This design comes from an exercise in tuning for small area on the open sky130 flow, not from production work. Only simulation tests tie the RTL to the original design; equivalence was not proved. Power is estimated from default activity; no workload was simulated.

**design/flow/run.sh**
```bash
#!/bin/bash
# synth_recipe.tcl (not shown) runs the flow's synth.tcl, then flattens the netlist and writes it again
# the make line also repeats each setting of config.mk as NAME=value (left out here)
make -C /OpenROAD-flow-scripts/flow DESIGN_CONFIG=/design/flow/config.mk WORK_HOME=/design/flow/orfs CLKGATE_MAP_FILE= SYNTH_SCRIPT=/design/flow/synth_recipe.tcl finish
```
**design/flow/config.mk**
```make
export PLATFORM = sky130hd
export DESIGN_NAME = blackjack
export DESIGN_NICKNAME = blackjack
export VERILOG_FILES = /design/flow/design.v
export SDC_FILE = /design/flow/constraint.sdc
export NUM_CORES = 4
export LEC_CHECK = 0
export CAP_MARGIN = 20
export CORE_MARGIN = 2
export CORE_UTILIZATION = 40
export SLEW_MARGIN = 20
```
**design/flow/constraint.sdc**
```tcl
create_clock -name core_clock -period 10.0 [get_ports {clk}]
set_input_delay 2.0000 -clock core_clock [delete_from_list [all_inputs] [get_ports {clk}]]
set_output_delay 2.0000 -clock core_clock [all_outputs]
set_load 0.01 [all_outputs]
```
**design/flow/design.v**
```verilog
`timescale 1ns / 1ps
module dbc(
input clk,
input rst,
input signal_i,
output reg signal_o
    );
    parameter clock_freq = 100000000,
              debounce_time = 1000,
              initial_value = 1'b0;
    localparam timerlim = clock_freq / debounce_time;
		localparam s_initial = 3'b000,
				   s_zero = 3'b001,
				   s_zero_to_one = 3'b010,
				   s_one = 3'b011,
				   s_one_to_zero = 3'b100;				   
		reg [2:0] state;		
    localparam timerw = $clog2(timerlim);
    reg [timerw-1:0] timer;
	reg timer_en, timer_tick;
    always@ (posedge clk or posedge rst) begin
      if (rst) begin
        state <= s_initial;
        signal_o <= 1'b0;
        timer <= 0;
        timer_en <= 1'b0;
        timer_tick <= 1'b0;
      end
      else begin
        case (state)
            s_initial: begin
                if (initial_value == 1'b0)
                    state <= s_zero;
                else
                    state <= s_one;
            end
            s_zero: begin
                signal_o <= 1'b0;
                if (signal_i == 1'b1)
                    state <= s_zero_to_one;
            end
            s_zero_to_one: begin
                signal_o <= 1'b0;
                timer_en <= 1'b1;
                if (timer_tick == 1'b1) begin
                    state <= s_one;
                    timer_en <= 1'b0;
                end
                if (signal_i == 1'b0) begin
                    state <= s_zero;
                    timer_en <= 1'b0;
                end
            end
            s_one: begin
                signal_o <= 1'b1;
                if (signal_i == 1'b0)
                    state <= s_one_to_zero;
            end
            s_one_to_zero: begin
                signal_o <= 1'b1;
                timer_en <= 1'b1;
                if (timer_tick == 1'b1) begin
                    state <= s_zero;
                    timer_en <= 1'b0;
                end
                if (signal_i == 1'b1) begin
                    state <= s_one;
                    timer_en <= 1'b0;
                end
            end
        endcase
        if (timer_en == 1'b1) begin
            if (timer == (timerlim - 1)) begin
                timer_tick <= 1'b1;
                timer <= 0;
            end    
            else begin
                timer_tick <= 1'b0;
                timer <= timer + 1'b1;
            end
        end       
        else begin
            timer <= 0;
            timer_tick <= 1'b0;
        end    
      end
    end 
endmodule
`timescale 1ns / 1ps
module edge_detector(
input clk, input rst, input in,
output reg out,
output rise
    );
	reg [1:0] state;
	assign rise = (state == 2);
	always @ (posedge clk or posedge rst) begin
	if (rst) begin
		state<=0;
		out<=0;
	end
	else
	case (state)
		0: begin
		out<=0;
		if(in) 
			state<=0;
		else 
			state<=1;
		end
		1: begin
		out<=0;
		if(in) 
			state<=2;
		else 
			state<=1;
		end
		2: begin
		out<=1;
		if(in) 
			state<=0;
		else 
			state<=1;
		end
		default: begin 
		state<=0;
		out<=0;
		end
	endcase
	end
endmodule
`timescale 1ns / 1ps
module card_generator(input hit, input clk, input rst, output reg [3:0] card, output reg [3:0] prev_card);
reg [3:0] counter;
always@(posedge clk or posedge rst) begin
if(rst)
counter<=2;
else begin
counter<=counter+1'b1;
if(counter==11)
counter<=2;
end
end
always@(posedge clk or posedge rst) begin
if(rst) begin
card<=0;
prev_card<=0;
end
else if(hit) begin
card<=counter;
prev_card<= card;
end
end
endmodule
`timescale 1ns / 1ps
module lfsr (out, clk, rst);
  output reg [3:0] out;
  reg [3:0] number;
  input clk, rst;
  wire feedback;
  assign feedback = ~(number[3] ^ number[2]);
always @(posedge clk, posedge rst)
  begin
    if (rst)
      number <= 4'b0;
    else
      number <= {number[2:0],feedback};
  end
  always @(*) begin
  case(number)
  0: out=5;
  1: out=11;
  14: out=8;
  13: out=3;
  12: out=10;
  default: out=number;
  endcase
  end
endmodule
`timescale 1ns / 1ps
module bin2bcd_5b(
   input [4:0] bin,
   output reg [15:0] bcd
   );
integer i;
always @(bin) begin
    bcd=0;		 	
    for (i=0;i<5;i=i+1) begin					 
        if (bcd[3:0] >= 5) bcd[3:0] = bcd[3:0] + 3;		 
	if (bcd[7:4] >= 5) bcd[7:4] = bcd[7:4] + 3;
	if (bcd[11:8] >= 5) bcd[11:8] = bcd[11:8] + 3;
	if (bcd[15:12] >= 5) bcd[15:12] = bcd[15:12] + 3;
	bcd = {bcd[14:0],bin[4-i]};				 
    end
end
endmodule
`timescale 1ns / 1ps
module bin2bcd_8b(
   input [7:0] bin,
   output reg [15:0] bcd
   );
integer i;
always @(bin) begin
    bcd=0;		 	
    for (i=0;i<8;i=i+1) begin					 
        if (bcd[3:0] >= 5) bcd[3:0] = bcd[3:0] + 3;		 
	if (bcd[7:4] >= 5) bcd[7:4] = bcd[7:4] + 3;
	if (bcd[11:8] >= 5) bcd[11:8] = bcd[11:8] + 3;
	if (bcd[15:12] >= 5) bcd[15:12] = bcd[15:12] + 3;
	bcd = {bcd[14:0],bin[7-i]};				 
    end
end
endmodule
`timescale 1ns / 1ps
module lcd( clk, p_score_bcd, d_score_bcd, p_fh_bcd, p_sh_bcd, d_fh_bcd, d_sh_bcd,
 bet_bcd, sf_e, e, rs, rw, d, c, b, a, trigger, rst );
	 parameter CW = 27;
	 input trigger;
	 input rst;
	 input [15:0] p_score_bcd, d_score_bcd, p_fh_bcd, p_sh_bcd, d_fh_bcd, d_sh_bcd, bet_bcd;
	 input clk;  
	 output reg sf_e;  
	 output reg e;  
	 output reg rs;  
	 output reg rw;  
	 output reg d;  
	 output reg c;  
	 output reg b;  
	 output reg a;  
	reg [ CW-1 : 0 ] count;	 
	reg [ 5 : 0 ] code;			 
	reg refresh;					 
	reg st;
	always @ (posedge clk or posedge rst) begin
	if (rst) begin
		count <= 0;
		code <= 0;
		refresh <= 0;
		st <= 0;
		{ sf_e, e, rs, rw, d, c, b, a } <= 0;
	end
	else
	case(st)
	0: begin
		count <= count +1;
		case ( count[ CW-1 : CW-7 ] )	 
			0: code <= 6'h03;			 
			1: code <= 6'h03;			 
			2: code <= 6'h03;			 
			3: code <= 6'h02;			 
			4: code <= 6'h02;			 
			5: code <= 6'h08;			 
			6: code <= 6'h00; 		 
			7: code <= 6'h06;			 
			8: code <= 6'h00;			 
			9: code <= 6'h0C;			 
			10: code <= 6'h00;		 
			11: code <= 6'h01;		 
			12: code <= 6'h25;		 
			13: code <= 6'h20;		 
			14: code <= 6'h23;		 
			15: code <= 6'h2A;
			16: code <= 6'h23;		 
			17: code <= {2'h2,p_score_bcd[7:4]};
			18: code <= 6'h23;		 
			19: code <= {2'h2,p_score_bcd[3:0]};
			20: code <= 6'h22;		 
			21: code <= 6'h20;
			22: code <= 6'h24;		 
			23: code <= 6'h24;
			24: code <= 6'h23;		 
			25: code <= 6'h2A;
			26: code <= 6'h23;		 
			27: code <= {2'h2,d_score_bcd[7:4]};
			28: code <= 6'h23;		 
			29: code <= {2'h2,d_score_bcd[3:0]};
			30: code <= 6'h22;		 
			31: code <= 6'h20;	
			32: code <= 6'h24;		 
			33: code <= 6'h22;	
			34: code <= 6'h23;		 
			35: code <= 6'h2A;	
			36: code <= 6'h23;		 
			37: code <= {2'h2,bet_bcd[11:8]};
			38: code <= 6'h23;		 
			39: code <= {2'h2,bet_bcd[7:4]};
			40: code <= 6'h23;		 
			41: code <= {2'h2,bet_bcd[3:0]};
			42: code <= 6'b001100;	 
			43: code <= 6'b000000;	 
			44: code <= 6'h25;		 
			45: code <= 6'h20;		 
			46: code <= 6'h23;		 
			47: code <= 6'h2A;
			48: code <= 6'h23;		 
			49: code <= {2'h2,p_fh_bcd[7:4]};
			50: code <= 6'h23;		 
			51: code <= {2'h2,p_fh_bcd[3:0]};
			52: code <= 6'h22;		 
			53: code <= 6'h20;
			54: code <= 6'h23;		 
			55: code <= {2'h2,p_sh_bcd[7:4]};
			56: code <= 6'h23;		 
			57: code <= {2'h2,p_sh_bcd[3:0]};
			58: code <= 6'h22;		 
			59: code <= 6'h20;
			60: code <= 6'h24;		 
			61: code <= 6'h24;
			62: code <= 6'h23;		 
			63: code <= 6'h2A;
			64: code <= 6'h23;		 
			65: code <= {2'h2,d_fh_bcd[7:4]};
			66: code <= 6'h23;		 
			67: code <= {2'h2,d_fh_bcd[3:0]};
			68: code <= 6'h22;		 
			69: code <= 6'h20;
			70: code <= 6'h23;		 
			71: code <= {2'h2,d_sh_bcd[7:4]};
			72: code <= 6'h23;		 
			73: code <= {2'h2,d_sh_bcd[3:0]};			
			default: code <= 6'h10;
		endcase
			refresh <= count[ CW-8 ];  
			sf_e <= 1;
			{ e, rs, rw, d, c, b, a } <= { refresh, code };
			if(count[CW-1:CW-7]==127)
			st<=1;
			end
			1: begin
			if(trigger)
			st<=0;
			end
		endcase
	end  
endmodule
`timescale 1ns / 1ps
module blackjack(
	input reset,
	input clk,
	input hit,
	input stay,
	input double_down,
	input split,
	output reg win,
	output reg tie,
	output reg lose,
	output sf_e, e, rs, rw, d, c, b, a
    );
wire[3:0] card;  
wire [3:0] prev_card;	
wire hit_sp, stay_sp, double_down_sp, split_sp;	
wire hit_out, stay_out, dd_out, split_out;
wire [3:0] d_card;
wire hit_rise;
localparam DBC_TIME = 6250000;    
localparam LCD_CW = 11;
dbc #(.debounce_time(DBC_TIME)) hit_debounce(.signal_i(hit),.clk(clk), .rst(reset), .signal_o(hit_out));
dbc #(.debounce_time(DBC_TIME)) stay_debounce(.signal_i(stay),.clk(clk), .rst(reset), .signal_o(stay_out));
dbc #(.debounce_time(DBC_TIME)) dd_debounce(.signal_i(double_down),.clk(clk), .rst(reset), .signal_o(dd_out));
dbc #(.debounce_time(DBC_TIME)) split_debounce(.signal_i(split),.clk(clk), .rst(reset), .signal_o(split_out));
card_generator new_card(.hit(hit_rise), .clk(clk), .rst(reset), .card(card), .prev_card(prev_card));
lfsr d_new_card(.clk(clk), .rst(reset), .out(d_card));
edge_detector hit_button(.clk(clk), .rst(reset), .in(hit_out), .out(hit_sp), .rise(hit_rise));
edge_detector stay_button(.clk(clk), .rst(reset), .in(stay_out), .out(stay_sp), .rise());
edge_detector double_down_button(.clk(clk), .rst(reset), .in(dd_out), .out(double_down_sp), .rise());
edge_detector split_button(.clk(clk), .rst(reset), .in(split_out), .out(split_sp), .rise());
reg [3:0] state;    
reg [4:0] player_score;
reg [4:0] dealer_score;
reg [4:0] number_of_cards_player;
reg [4:0] number_of_cards_dealer;
reg [4:0] split_fh_p_score;
reg [4:0] split_sh_p_score;
reg [4:0] split_fh_d_score;
reg [4:0] split_sh_d_score;
reg [7:0] bet;  
reg dd_flag;		 
reg split_flag;      
reg result_flag;
reg splitted;
reg hit_d;
localparam state_initial = 0;
localparam state_player = 1;
localparam state_dealer = 2;
localparam state_game_result = 3;
localparam state_player_dd = 4;
localparam state_player_split_fh = 5;
localparam state_player_split_sh = 6;
localparam state_dealer_split_fh = 7;
localparam state_dealer_split_sh = 8;
wire [15:0] p_score_bcd, d_score_bcd, p_fh_bcd, p_sh_bcd, d_fh_bcd, d_sh_bcd;
wire [15:0] bet_bcd;
bin2bcd_5b bcd_p_score(.bin(player_score), .bcd(p_score_bcd));
bin2bcd_5b bcd_d_score(.bin(dealer_score), .bcd(d_score_bcd));
bin2bcd_5b bcd_p_score_fh(.bin(split_fh_p_score), .bcd(p_fh_bcd));
bin2bcd_5b bcd_p_score_sh(.bin(split_sh_p_score), .bcd(p_sh_bcd));
bin2bcd_5b bcd_d_score_fh(.bin(split_fh_d_score), .bcd(d_fh_bcd));
bin2bcd_5b bcd_d_score_sh(.bin(split_sh_d_score), .bcd(d_sh_bcd));
bin2bcd_8b bcd_bet(.bin(bet), .bcd(bet_bcd));
wire trigger;
assign trigger=(hit_out || stay_out || dd_out || split_out || reset)?1:0;
lcd #(.CW(LCD_CW)) lcdTest( .clk(clk), .rst(reset), .p_score_bcd(p_score_bcd), .d_score_bcd(d_score_bcd), .p_fh_bcd(p_fh_bcd), .p_sh_bcd(p_sh_bcd), .d_fh_bcd(d_fh_bcd), .d_sh_bcd(d_sh_bcd),
 .bet_bcd(bet_bcd), .sf_e(sf_e), .e(e), .rs(rs), .rw(rw), .d(d), .c(c), .b(b), .a(a), .trigger(trigger));
always @(posedge clk or posedge reset)
begin
	if(reset) begin 
	win = 0;
	tie = 0;
	lose = 0;
	number_of_cards_player = 0;
	number_of_cards_dealer = 0;
	player_score = 0;
	dealer_score = 0;
	dd_flag = 1;
	split_flag = 1;
	result_flag = 1;
	splitted = 1;
	hit_d=1;
	split_fh_p_score = 0;
	split_sh_p_score = 0;
	split_fh_d_score = 0;
	split_sh_d_score = 0;
	bet = 100;
	state <= state_initial;
	end
	else begin
	case(state)
		state_initial:
			begin
				state <= state_player;
			end
		state_player:   
		if(bet >= 10) 
		begin
				begin
				if(hit_sp == 1) begin
					if(card == 11 && player_score > 10)  								 
						begin
						player_score = player_score + 1'b1;
						number_of_cards_player = number_of_cards_player + 1'b1;
						end
				else 
					begin                                                      			 
					player_score = player_score + card;
					number_of_cards_player = number_of_cards_player + 1'b1;
					end
				end
				if((stay_sp == 1 && number_of_cards_player >=2 ) || player_score >= 21)	 
					begin																 
						state <= state_dealer;
					end
				if(double_down_sp == 1 && number_of_cards_player==2 && (player_score==9 || player_score==10 || player_score==11 ) && bet >= 20) 
					begin
						state <= state_player_dd;										 
					end																	 
				if(split_sp == 1 && number_of_cards_player == 2 && card==prev_card)		 
					begin																 
						split_fh_p_score = card;
						split_sh_p_score = card;
						splitted = 0;
						state <= state_player_split_fh;
					end
				end
			end
		state_player_dd:    
			begin
				if(hit_sp == 1 && dd_flag == 1) begin										
					if(card == 11 && player_score > 10)  								 
						begin
						player_score = player_score + 1'b1;
						number_of_cards_player = number_of_cards_player + 1'b1;
						dd_flag = 0;													 
						end
				else 
					begin                                                      			 
					player_score = player_score + card;
					number_of_cards_player = number_of_cards_player + 1'b1;
					dd_flag = 0;														 
					end
				end
				if(stay_sp == 1 && dd_flag == 0 )											 
					begin																
						state <= state_dealer;
					end
			end
		state_player_split_fh:    
			begin
			if(hit_sp == 1) begin
					if(card == 11 && split_fh_p_score > 10)  								
						begin
						split_fh_p_score = split_fh_p_score + 1'b1;
						split_flag = 0;
						end
				else 
					begin                                                      			
					split_fh_p_score = split_fh_p_score + card;
					split_flag = 0;
					end
				end
				if((stay_sp == 1 && split_flag==0) || split_fh_p_score >= 21)										
					begin																
						state <= state_dealer_split_fh;
						split_flag=1;
					end
			end
		state_dealer_split_fh:    
		begin
				if(hit_d == 1) begin
				split_fh_d_score = split_fh_d_score + d_card;
				number_of_cards_dealer = number_of_cards_dealer + 1'b1;
					if(number_of_cards_dealer >=2 && split_fh_d_score >= 17) 												 
						hit_d=0;		
				end
				else      
					begin
						hit_d=1;
						state <= state_player_split_sh;
					end
			end
		state_player_split_sh:    
			begin
			if(hit_sp == 1) begin
					if(card == 11 && split_sh_p_score > 10)  								
						begin
						split_sh_p_score = split_sh_p_score + 1'b1;
						split_flag = 0;
						end
				else 
					begin                                                      			
					split_sh_p_score = split_sh_p_score + card;
					split_flag = 0;
					end
				end
				if((stay_sp == 1 && split_flag==0) || split_sh_p_score >= 21)										
					begin																
						state <= state_dealer_split_sh;
						split_flag = 1;
					end
			end
			state_dealer_split_sh:    
			begin
				if(hit_d == 1) begin
				split_sh_d_score = split_sh_d_score + d_card;
				number_of_cards_dealer = number_of_cards_dealer + 1'b1;
					if(number_of_cards_dealer >=2 && split_sh_d_score >= 17) 												 
						hit_d=0;		
				end
				else      
					begin
						hit_d=1;
						state <= state_game_result;
					end
			end
		state_dealer:    
			begin
				if(hit_d == 1) begin
				dealer_score = dealer_score + d_card;
				number_of_cards_dealer = number_of_cards_dealer + 1'b1;
					if(number_of_cards_dealer >=2 && dealer_score >= 17) 												 
						hit_d=0;		
				end
				else      
					begin
						hit_d=1;
						state <= state_game_result;
					end
			end
		state_game_result:     
		begin
		if(result_flag) begin
		result_flag = 0;
		if(splitted) begin
				if((player_score > 21) && (dealer_score > 21))	 						 
					tie = 1;
				else if(player_score > 21)	begin											 
					lose = 1;
					bet = bet - 10;
					end
				else if(dealer_score > 21)	begin											 
					win = 1;
						if(dd_flag == 0) begin
						bet = bet + 20;
						end
						else begin
							if(player_score==21)
							bet = bet + 15;
							else bet = bet + 10;
						end
					end
				else if (dealer_score > player_score) begin									 
					lose = 1;
						if(dd_flag == 0)
						bet = bet - 20;
						else
						bet = bet - 10;
					end
				else if (dealer_score < player_score) begin									 
					win = 1;
					if(dd_flag == 0) begin
						bet = bet + 20;
					end
					else begin
						if(player_score==21)
						bet = bet + 15;
						else bet = bet + 10;
						end
					end
				else if (dealer_score == player_score)									 
					tie = 1;
			end
			else begin
				if((split_fh_p_score > 21) && (split_fh_d_score > 21))	 						
					tie = 1;
				else if(split_fh_p_score > 21) begin													
					lose = 1;
					bet = bet - 10;
					end
				else if(split_fh_d_score > 21) begin												
					win = 1;
					bet = bet + 10;
					end
				else if (split_fh_d_score > split_fh_p_score) begin							
					lose = 1;
					bet = bet - 10;
					end
				else if (split_fh_d_score < split_fh_p_score) begin									
					win = 1;
					bet = bet + 10;
					end
				else if (split_fh_d_score == split_fh_p_score && split_fh_p_score != 0 && split_fh_d_score != 0)									
					tie = 1;
				if((split_sh_p_score > 21) && (split_sh_d_score > 21))  						
					tie = 1;
				else if(split_sh_p_score > 21)	begin													
					lose = 1;
					bet = bet - 10;
					end
				else if(split_sh_d_score > 21) begin														
					win = 1;
					bet = bet + 10;
					end
				else if (split_sh_d_score > split_sh_p_score) begin								
					lose = 1;
					bet = bet - 10;
					end
				else if (split_sh_d_score < split_sh_p_score) begin									
					win = 1;
					bet = bet + 10;
					end
				else if (split_sh_d_score == split_sh_p_score && split_sh_p_score != 0 && split_sh_d_score != 0)									
					tie = 1;
			end
			end
				if (split_sp == 1) begin
					state <= state_initial;
					win = 0;
					tie = 0;
					lose = 0;
					number_of_cards_player = 0;
					number_of_cards_dealer = 0;
					player_score = 0;
					dealer_score = 0;
					dd_flag = 1;
					split_flag = 1;
					result_flag = 1;
					splitted = 1;
					split_fh_p_score = 0;
					split_sh_p_score = 0;
					split_fh_d_score = 0;
					split_sh_d_score = 0;
					end
			end
	endcase
	end
end
endmodule					
```
==> reports/summary.txt <==
Status - no timing/DRC/antenna violations
Synthesized Nets - 1759
Peak supply drop - 122 uV
Worst path slowest cell - dfstp_2
Endpoint of the worst register-to-register path - lcdTest.code[2]
DR vias/cell - 5.85
Clock slew at reported path FFs - 0.08 ns
DIE WIDTH - 187 um
Worst Path Max Fanout - 15
Drt pass-1 iters - 5
Cell type contributing the most total cell area after synthesis - dfrtp_1
R2r setup slk - 3.84 ns
Syn_area_per_cell - 8.21 um^2
Root buf cell - clkbuf_16
Slew HR - 32.7%
Initial DRC Count - 962
Tmin final - 6.16 ns
RSZ-0062 raised after global routing - false
Setup TNS Final - 0 ns
Core area - 33300 um^2
Comb pwr share - 23.5%
Worst setup EP type - flip-flop
Reg2Reg Launch Point - bet[5]
Sw power - 739 uW
Clk sinks - 155
Largest net degree at the start of global routing - 82
Crit path largest cell delay - 0.70 ns
Slew @ Worst Pin - 1.01 ns
CP bufs+invs - 4
Utilization after layout - 43.6%
Post-CTS setup buffer count - 0
Die height - 187 um
Post-cts sizing count - 0
GRT Overall Usage - 20.7%
Critical-path cell list - inv_1 > ha_1 > inv_1 > ha_1 > a21oi_1 > xnor2_1 > ha_1 > nor2b_1 > nor2_1 > a221oi_4 > inv_2 > ha_1 > nor2b_1 > o221ai_1 > a21oi_1 > o31ai_1 > o21ai_2 > o21ai_4 > xor2_2 > inv_2 > ha_1 > nor4_2 > o21ai_1 > a221o_1
# rows - 67
Worst Hold End - d_new_card.number[3]
Hold WC Path Type - flip-flop to flip-flop
Worst path most repeated cell - ha_1
Netlist cell types - 95
Worst skew pair latency - 0.45 ns
I/O Buffers - 16
Initial Util - 40.4%
P_int - 1320 uW
Leak - 0.00613 uW
Hold_buf cts - 0
Vias in the first global route - 11500
Synth top area share - 27.2%
Max-slew violations - 0
Post-Route WL - 35500 um
Routed WL per cell - 17.2 um
Cells after Synth - 1637
Sequential share of power - 45.4%
Finished Cell Area - 14500 um^2
CTS tree - yes
Diodes inserted - 0
WP data arrival - 6.47 ns
Syn-to-layout area delta - 7.89%
R2r worst-path depth - 24
Clock share of power - 31.1%
DRC Markers - 0
Worst Path Required - 10.31 ns
First-pass GRT wire length - 59400 um
Clk buf depth - 2
Detailed Place HPWL - 26200 um
Routability Congestion - 0.890
Post-synth EDFFs - 0
CTS H-tree depth - 4
Ratio of cells with drive above 1 in the final layout - 6.33%
Async set-reset flop share out of synthesis - 100%
Post-Synthesis Cell Area - 13400 um^2
IO Count - 17
Main flop type after synthesis - dfrtp_1
Critical Path Source Type - flip-flop
Hold Path Stages - 0
TritonCTS Buffers - 17
Layout Skew - 0.0209 ns
Fill count - 3378
Total global routing overflow - 0
Peak Freq - 162 MHz
Power per cell area - 142 nW/um^2
Top delay family on crit path - compound AO/OA/AOI/OAI gates
Total Nets Final - 1721
Max-cap viol count - 0
Sw frac - 35.8%
Area after DPL - 13900 um^2
Seq/Total Area, Yosys - 29.0%
Synth top area cells - dfrtp_1, ha_1, o21ai_0
Setup CP Type - flip-flop to flip-flop
Final ANT Viol Nets - 0
Hold_sp - d_new_card.number[2]
Synth warn - 8
DR vias - 12000
#FFs+latches synth - 155
Initial antenna violation count - 0
Final-report hold violation count - 0
Die Area - 35100 um^2
Endpoints failing setup - 0
Final cycle utilization of the critical path - 61.6%
layer usage:
layer	global-route usage, %	routed length (um)	up-vias
met3	3.36	1660	50
li1	-	-	5902
met1	28.0	16700	5797
met4	6.41	729	0
met2	34.0	16500	298
met5	0	0	-
power groups by stage:
stage	registers, uW	clock network (uW)	logic, uW
floorplan	838	0	461
global placement	941	0	472
detailed placement	944	0	485
CTS	933	660	487
global route	965	687	554
finish	936	642	485
logic make-up after synthesis:
kind of cell / after synthesis / share of synthesized area [%]
AO/OA/AOI/OAI: 529 / 26.0
flip-flops: 155 / 29.0
buffers and inverters: 171 / 4.95
XOR/XNOR: 77 / 5.19
multiplexers: 52 / 4.20
AND/OR/NAND/NOR: 537 / 19.5
adder cells (fa/ha/maj): 116 / 11.1
worst max path at each step:
stage                     cells after the start         endpoint  startpoint
after detailed placement                     24  lcdTest.code[2]      bet[5]
after CTS                                    24  lcdTest.code[2]      bet[5]
final                                        24  lcdTest.code[2]      bet[5]
after floorplan                               1           bet[0]       reset
after global placement                       24  lcdTest.code[2]      bet[5]
after global routing                         24  lcdTest.code[2]      bet[5]
synth_stat cells (all sizes together), types with 8 or more instances:
master   count
a21oi      122
buf         14
mux2i       29
inv         84
o31ai       16
a22oi       11
nor2       143
and2        14
ha         110
dfrtp      146
a221o        8
nand3b       8
o21a        18
a211oi      12
o22ai       17
a221oi       9
nand3       62
nor2b       47
xnor2       51
o211ai      18
mux2        22
xor2        26
nor3b        9
a31oi       16
clkbuf      70
o2111ai      8
a21boi      11
dfstp        9
a21o        28
nor3        52
nand2b      26
nand2      132
a22o         9
o21ai      150
cell type report:
class	instances	area (um^2)	share of cell area, %
clock buffer	18	439	3.03
clock inverter	14	131	0.906
inverter	87	332	2.29
multi-input combinational	1311	8880	61.3
sequential	155	3890	26.8
tap	448	561	3.87
timing repair buffer	27	263	1.81
sequential cells by signal (all words and copies together) (netlist names), 4 cells and up:
name	count
bet	8
new_card.card	4
split_debounce.timer	4
lcdTest.code	6
split_fh_d_score	5
stay_debounce.timer	4
dealer_score	5
number_of_cards_dealer	5
split_sh_d_score	5
new_card.counter	4
d_new_card.number	4
dd_debounce.timer	4
split_fh_p_score	5
new_card.prev_card	4
split_sh_p_score	5
number_of_cards_player	5
hit_debounce.timer	4
state	4
player_score	5
lcdTest.count	11
cells in the final DEF, fill, tap and decap left out, types with 26 or more instances in the layout:
cell	synthesis	layout
dfrtp_1	146	146
o21ai_0	144	144
nor2_1	142	142
nand2_1	132	132
a21oi_1	121	121
ha_1	110	110
inv_1	82	81
nand3_1	62	62
nor3_1	51	51
xnor2_1	49	49
nor2b_1	47	47
mux2i_1	29	29
a21o_1	28	28
nand2b_1	26	26
metrics by stage:
step | instances | setup slack (ns) | hold slack (ns) | total power [uW]
5_1_grt | 2060 | 3.32 | 0.463 | 2210
3_5_place_dp | 2027 | 3.92 | 0.425 | 1430
4_1_cts | 2059 | 3.87 | 0.437 | 2080
6_report | 2060 | 3.84 | 0.435 | 2060
2_1_floorplan | 1637 | 3.84 | 0.399 | 1300
3_3_place_gp | 2027 | 4.14 | 0.425 | 1410

-- afterwards: timing with drivers on the ports --
The flow's constraints put no driver on any port. The routed layout listed below was extracted and timed again, unchanged, in two steps.
Step 1, drivers: a clkbuf_16 drives clk and a buf_2 each remaining input, both assumed.
Step 2 also shifts input and output timing later by t, the mid clock arrival at the registers, as if the neighbouring blocks saw the same clock.
a / b / c = ideal ports / drivers / drivers and shift; a / b = the first two.
t, ns: 0.489
setup WS [ns]: 3.842 / 3.842 / 3.842
clock arrival spread, ns: 0.022 / 0.021
worst slew at a driven data input, ns: 0.04
cell pins on the clock port's net: 1
After both steps this run still meets setup and hold. The setup slack of this run moves by 0.000 ns with the drivers and by 0.000 ns with both steps.
